This design comes from an exercise in tuning for small area, a short achievable clock period and few clock cycles on the open sky130 flow, not from production work. In this exercise RTL edits were held to simulation tests only and were not proved equivalent to the original. Power figures rest on the tool's default switching activity, not on a simulated workload.

## zeus_cpu
module zeus_cpu (
	input         clk,
	input         rst,
	input  [15:0] entrada,
	input         confirma_bt,
	output [7:0]  imem_addr,
	input  [31:0] imem_rdata,
	output [7:0]  dmem_addr,
	output [31:0] dmem_wdata,
	output        dmem_we,
	output        dmem_re,
	input  [31:0] dmem_rdata,
	output        out_valid,
	output [31:0] out_data,
	output        halted
);
Settings: LEC_CHECK=0, CAP_MARGIN=20, CORE_MARGIN=2, CORE_UTILIZATION=40, PLACE_DENSITY=0.45, SLEW_MARGIN=20; clock period 105.0 ns.
standard.sh (not shown) runs the stock make flow with config.mk's settings and CLKGATE_MAP_FILE= SYNTH_SCRIPT=/design/flow/synth_recipe.tcl, a recipe that flattens the netlist after the stock synthesis.
==> flow/flow/run.sh <==
#!/bin/bash
# The standard layout (standard.sh), with these layout choices changed:
#  - the port buffers are plain buf_2 cells instead of delay buffers;
#  - clock tree synthesis uses sink clusters of up to 20 flip-flops and no dummy loads;
#  - the pins of rst, dmem_we and out_valid are placed next to each other
#    (rst gates both outputs combinationally).
set -euo pipefail
export BUFFER_PORTS_ARGS="-buffer_cell sky130_fd_sc_hd__buf_2"
export CTS_ARGS="-sink_clustering_enable -repair_clock_nets -dont_use_dummy_load -sink_clustering_size 20 -sink_clustering_max_diameter 100"
export IO_CONSTRAINTS="$PWD/flow/io.tcl"
bash standard.sh finish > standard_finish.log 2>&1
==> flow/flow/io.tcl <==
set_io_pin_constraint -group -order -pin_names {dmem_we rst out_valid}
Testbench counts at the start, summed over its fixed seeds: cycles 51,593.
==> next run, changes <==
--- a/flow/design.v
+++ b/flow/design.v
@@ -88,14 +88,16 @@
 			default: nibble = v[31:28];
 		endcase
 	end
 endfunction
 reg  [7:0]  pc;           
 reg  [31:0] ir;           
 reg         nv;           
+reg         sw_r;         
+reg         out_r;        
 reg         halted_r;
 reg  [31:0] rf [0:31];
 reg         busy;
 reg  [2:0]  cnt;
 reg  [31:0] acc;          
 reg  [31:0] qr;           
 wire [5:0] op    = nv ? NOP[31:26] : ir[31:26];
@@ -203,14 +205,21 @@
 		halted_r <= 1'b0;
 	end else if (!halted_r && !stall) begin
 		pc <= op_jr ? rs_v[7:0] : (taken ? imm[7:0] : pc + 8'd1);
 		if (op_halt) halted_r <= 1'b1;
 	end
 	if (!halted_r && !stall)
 		ir <= op_halt ? NOP : imem_rdata;
+	if (rst) begin
+		sw_r  <= 1'b0;
+		out_r <= 1'b0;
+	end else if (!halted_r && !stall) begin
+		sw_r  <= ~op_halt & (imem_rdata[31:26] == 6'd7);
+		out_r <= ~op_halt & (imem_rdata[31:26] == 6'd12);
+	end
 	busy <= md_more & ~rst;
 	cnt  <= c - 3'd1;
 	acc  <= rr;
 	qr   <= q_next;
 end
 wire [4:0] wa = op_r ? rd_a : rt_a;
 wire we = ((op_r & ~md_more) | op_addi | op_lw | op_in | op_rec);
@@ -224,13 +233,13 @@
 	else              wd = alu_res;
 end
 always @(posedge clk)
 	if (we) rf[wa] <= wd;
 assign imem_addr  = pc;
 assign dmem_addr  = sum[7:0];
 assign dmem_wdata = rt_v;
-assign dmem_we    = op_sw & ~rst;
+assign dmem_we    = sw_r & ~rst;
 assign dmem_re    = 1'b1;
-assign out_valid  = op_out & ~rst;
+assign out_valid  = out_r & ~rst;
 assign out_data   = rs_v;
 assign halted     = halted_r;
 endmodule
Outcome: The new run ran to the end with no violations; non-clock buffer count rises by 35; die area rose by 1.7%; hold slack is worse by 0.014 ns; maximum frequency climbs by 0.48%; routed wire length rises by 5.0%; setup slack gets better by 0.20 ns; total power climbs by 0.40%.
Testbench counts after the change, summed over its fixed seeds: cycles 51,593.

---

== lane 1 ==
Another version of the RTL of zeus_cpu (not shown whole).
For scale: ~4200 cells after synthesis, roughly 57000 um^2 of cells after synthesis.
==> flow/config.mk <==
export PLATFORM = sky130hd
export DESIGN_NAME = zeus_cpu
export DESIGN_NICKNAME = zeus_cpu
export VERILOG_FILES = /design/flow/design.v
export SDC_FILE = /design/flow/constraint.sdc
export NUM_CORES = 4
export LEC_CHECK = 0
export CAP_MARGIN = 20
export CORE_MARGIN = 2
export CORE_UTILIZATION = 40
export PLACE_DENSITY = 0.45
export SLEW_MARGIN = 20
export SYNTH_HIERARCHICAL = 1
export SYNTH_MINIMUM_KEEP_SIZE = 0
==> flow/constraint.sdc <==
create_clock -name core_clock -period 105.0 [get_ports {clk}]
set_input_delay 21.0000 -clock core_clock [delete_from_list [all_inputs] [get_ports {clk}]]
set_output_delay 21.0000 -clock core_clock [all_outputs]
set_load 0.01 [all_outputs]
==> flow/flow/run.sh <==
#!/bin/bash
# The standard layout (standard.sh), with two layout choices changed:
#  - the port buffers are plain buf_2 cells instead of delay buffers;
#  - clock tree synthesis uses sink clusters of up to 20 flip-flops and no dummy loads.
set -euo pipefail
export BUFFER_PORTS_ARGS="-buffer_cell sky130_fd_sc_hd__buf_2"
export CTS_ARGS="-sink_clustering_enable -repair_clock_nets -dont_use_dummy_load -sink_clustering_size 20 -sink_clustering_max_diameter 100"
bash standard.sh finish > standard_finish.log 2>&1
Testbench counts of lane 1, summed over its fixed seeds: cycles 51,593.
For lane 2, these inputs were changed with respect to lane 1:
--- a/flow/design.v
+++ b/flow/design.v
@@ -168,16 +168,25 @@
 wire f_xor = op_r & (funct == 6'd7);
 wire f_or  = op_r & (funct == 6'd8);
 wire f_slt = op_r & (funct == 6'd9);
 wire f_sub = op_r & ((funct == 6'd10) | (funct == 6'd11));
 wire do_sub = f_sub | f_slt | op_beq;
 wire [31:0] b_op = (op_addi | op_lw | op_sw) ? {16'd0, imm} : rt_v;
 wire [32:0] sum  = radd32(rs_v, b_op ^ {32{do_sub}}, do_sub);
 wire sum_zero = (sum[31:0] == 32'd0);
+reg [31:0] alu_res;
+always @* begin
+	if (f_and)      alu_res = rs_v & rt_v;
+	else if (f_nor) alu_res = ~(rs_v | rt_v);
+	else if (f_xor) alu_res = rs_v ^ rt_v;
+	else if (f_or)  alu_res = rs_v | rt_v;
+	else if (f_slt) alu_res = {31'd0, ~sum[32]};
+	else            alu_res = sum[31:0];
+end
 wire [3:0] hn_s = hinib(rs_v);
 wire [3:0] hn_t = hinib(rt_v);
 wire [2:0] hm_s  = hn_s[3] ? 3'd0 : hn_s[2:0];
 wire [2:0] hm_t  = hn_t[3] ? 3'd0 : hn_t[2:0];
 wire       swap  = (hm_s < hm_t);
 wire [2:0] hn_m  = swap ? hm_s : hm_t;
 wire       dzero = hn_t[3];
 wire [3:0] dd    = {1'b0, hn_s[2:0]} - {1'b0, hn_t[2:0]};
@@ -243,36 +252,25 @@
 	end
 	busy <= md_more & ~rst;
 	cnt  <= c - 3'd1;
 	acc  <= rr;
 	qr   <= q_next;
 end
 wire [4:0] wa = op_r ? rd_a : rt_a;
 wire we = ((op_r & ~md_more) | op_addi | op_lw | op_in | op_rec);
-wire s_lw  = op_lw;
-wire s_in  = op_in;
-wire s_md  = f_mul | f_div;
-wire s_sum = ~(op_lw | op_in | op_rec | f_mul | f_div | f_and | f_nor | f_xor | f_or | f_slt);
-wire [31:0] md_res = f_mul ? rr : div_res;
-wire [31:0] v_and = rs_v & rt_v;
-wire [31:0] v_or  = rs_v | rt_v;
-wire [31:0] v_xor = rs_v ^ rt_v;
-wire [31:0] v_in  = {16'd0, entrada};
-wire [31:0] wd;
-genvar wj;
-generate
-	for (wj = 0; wj < 32; wj = wj + 1) begin : wd_
-		wire [2:0] g;
-		Mux_32b m0 (.d({md_res[wj], v_in[wj], dmem_rdata[wj]}), .s({s_md, s_in, s_lw}), .y(g[0]));
-		Mux_32b m1 (.d({v_or[wj], v_and[wj], sum[wj]}), .s({f_or, f_and, s_sum}), .y(g[1]));
-		Mux_32b m2 (.d({(wj == 0) ? ~sum[32] : 1'b0, ~v_or[wj], v_xor[wj]}), .s({f_slt, f_nor, f_xor}), .y(g[2]));
-		assign wd[wj] = ~&g;
-	end
-endgenerate
+reg [31:0] wd;
+always @* begin
+	if (op_lw)        wd = dmem_rdata;
+	else if (op_in)   wd = {16'd0, entrada};
+	else if (op_rec)  wd = 32'd0;
+	else if (f_mul)   wd = rr;
+	else if (f_div)   wd = div_res;
+	else              wd = alu_res;
+end
 wire [31:0] sel_s, sel_t;
 Mux_5b dec_s (.a(rs_a), .oh(sel_s));
 Mux_5b dec_t (.a(rt_a), .oh(sel_t));
 Banco_Registradores banco (.clk(clk), .sa(sel_s), .sb(sel_t), .we(we), .wa(wa), .wd(wd), .qa(rs_v), .qb(rt_v));
 assign imem_addr  = nv ? 8'd0 : pc;
 assign dmem_addr  = sum[7:0];
 assign dmem_wdata = rt_v;
 assign dmem_we    = sw_r & ~rst;
### Flow results
- In the final design statistics, lane 2 uses more standard cells in total than lane 1.
- Timing, DRC, antenna: 0 failures across lane 1 and lane 2
- Post-route worst hold slack: lane 1 and lane 2 compared, higher one is lane 1
- The proportion of power drawn by the clock network of lane 2 is lower than that of lane 1.
- Lane 2 has more setup slack than lane 1.
- | fraction of area in multi-input gates | lane 1 vs lane 2 | ≈ equal |
- Taking lane 1 as the reference, in lane 2 overall power rose by 0.39 mW, total of plain and repair buffers excluding clock buffers rose by about 3%, first-iteration DRC count fell by 12%.
- Routed wire length was lower in the run labelled lane 2.
- Lane 2 and lane 1 ended up with roughly the same complex-gate fraction of the synthesized area.
- Going from lane 1 to lane 2, number of H-tree branching levels comparable, routing usage on met3 now smaller.
- On number of synthesized flops with an enable pin, lane 1 and lane 2 are neck and neck.
Testbench counts of lane 2, summed over its fixed seeds: cycles 51,593.

-- what the ideal ports hide --
In the flow no input, the clock included, has a driving cell. The finished layouts below were timed again as built, in two steps. Step 1 (the two cells are an assumption about what drives the block):
set clk [get_ports {clk}]
set_driving_cell -lib_cell sky130_fd_sc_hd__clkbuf_16 $clk
set_driving_cell -lib_cell sky130_fd_sc_hd__buf_2 [delete_from_list [all_inputs] $clk]
Step 2 moves the port delays by t, midway between the first and last clock arrival at a register: inputs arrive t later, outputs are due t later. That takes back most of the time a late clock gives input paths. a / b / c = ideal ports / drivers / drivers and shift; a / b = the first two.
run | shift t [ns] | slack for setup (ns) | worst setup path after step 2 | slew at the worst register clock pin (ns) | pins driven straight from the clock port
the first run of note 1 | 0.793 | 62.324 / 62.304 / 62.304 | input to output | 0.10 / 0.10 | 1
the second run of note 1 | 0.789 | 62.528 / 62.502 / 62.502 | input to output | 0.10 / 0.10 | 1
lane 1 | 0.753 | 62.593 / 62.568 / 62.568 | input to output | 0.09 / 0.09 | 1
lane 2 | 0.727 | 62.597 / 62.574 / 62.574 | input to output | 0.09 / 0.09 | 1
After both steps setup and hold are still met in every run listed. The setup slack of the second run of note 1, which loses most, moves by -0.026 ns with the drivers and by -0.026 ns with both steps.
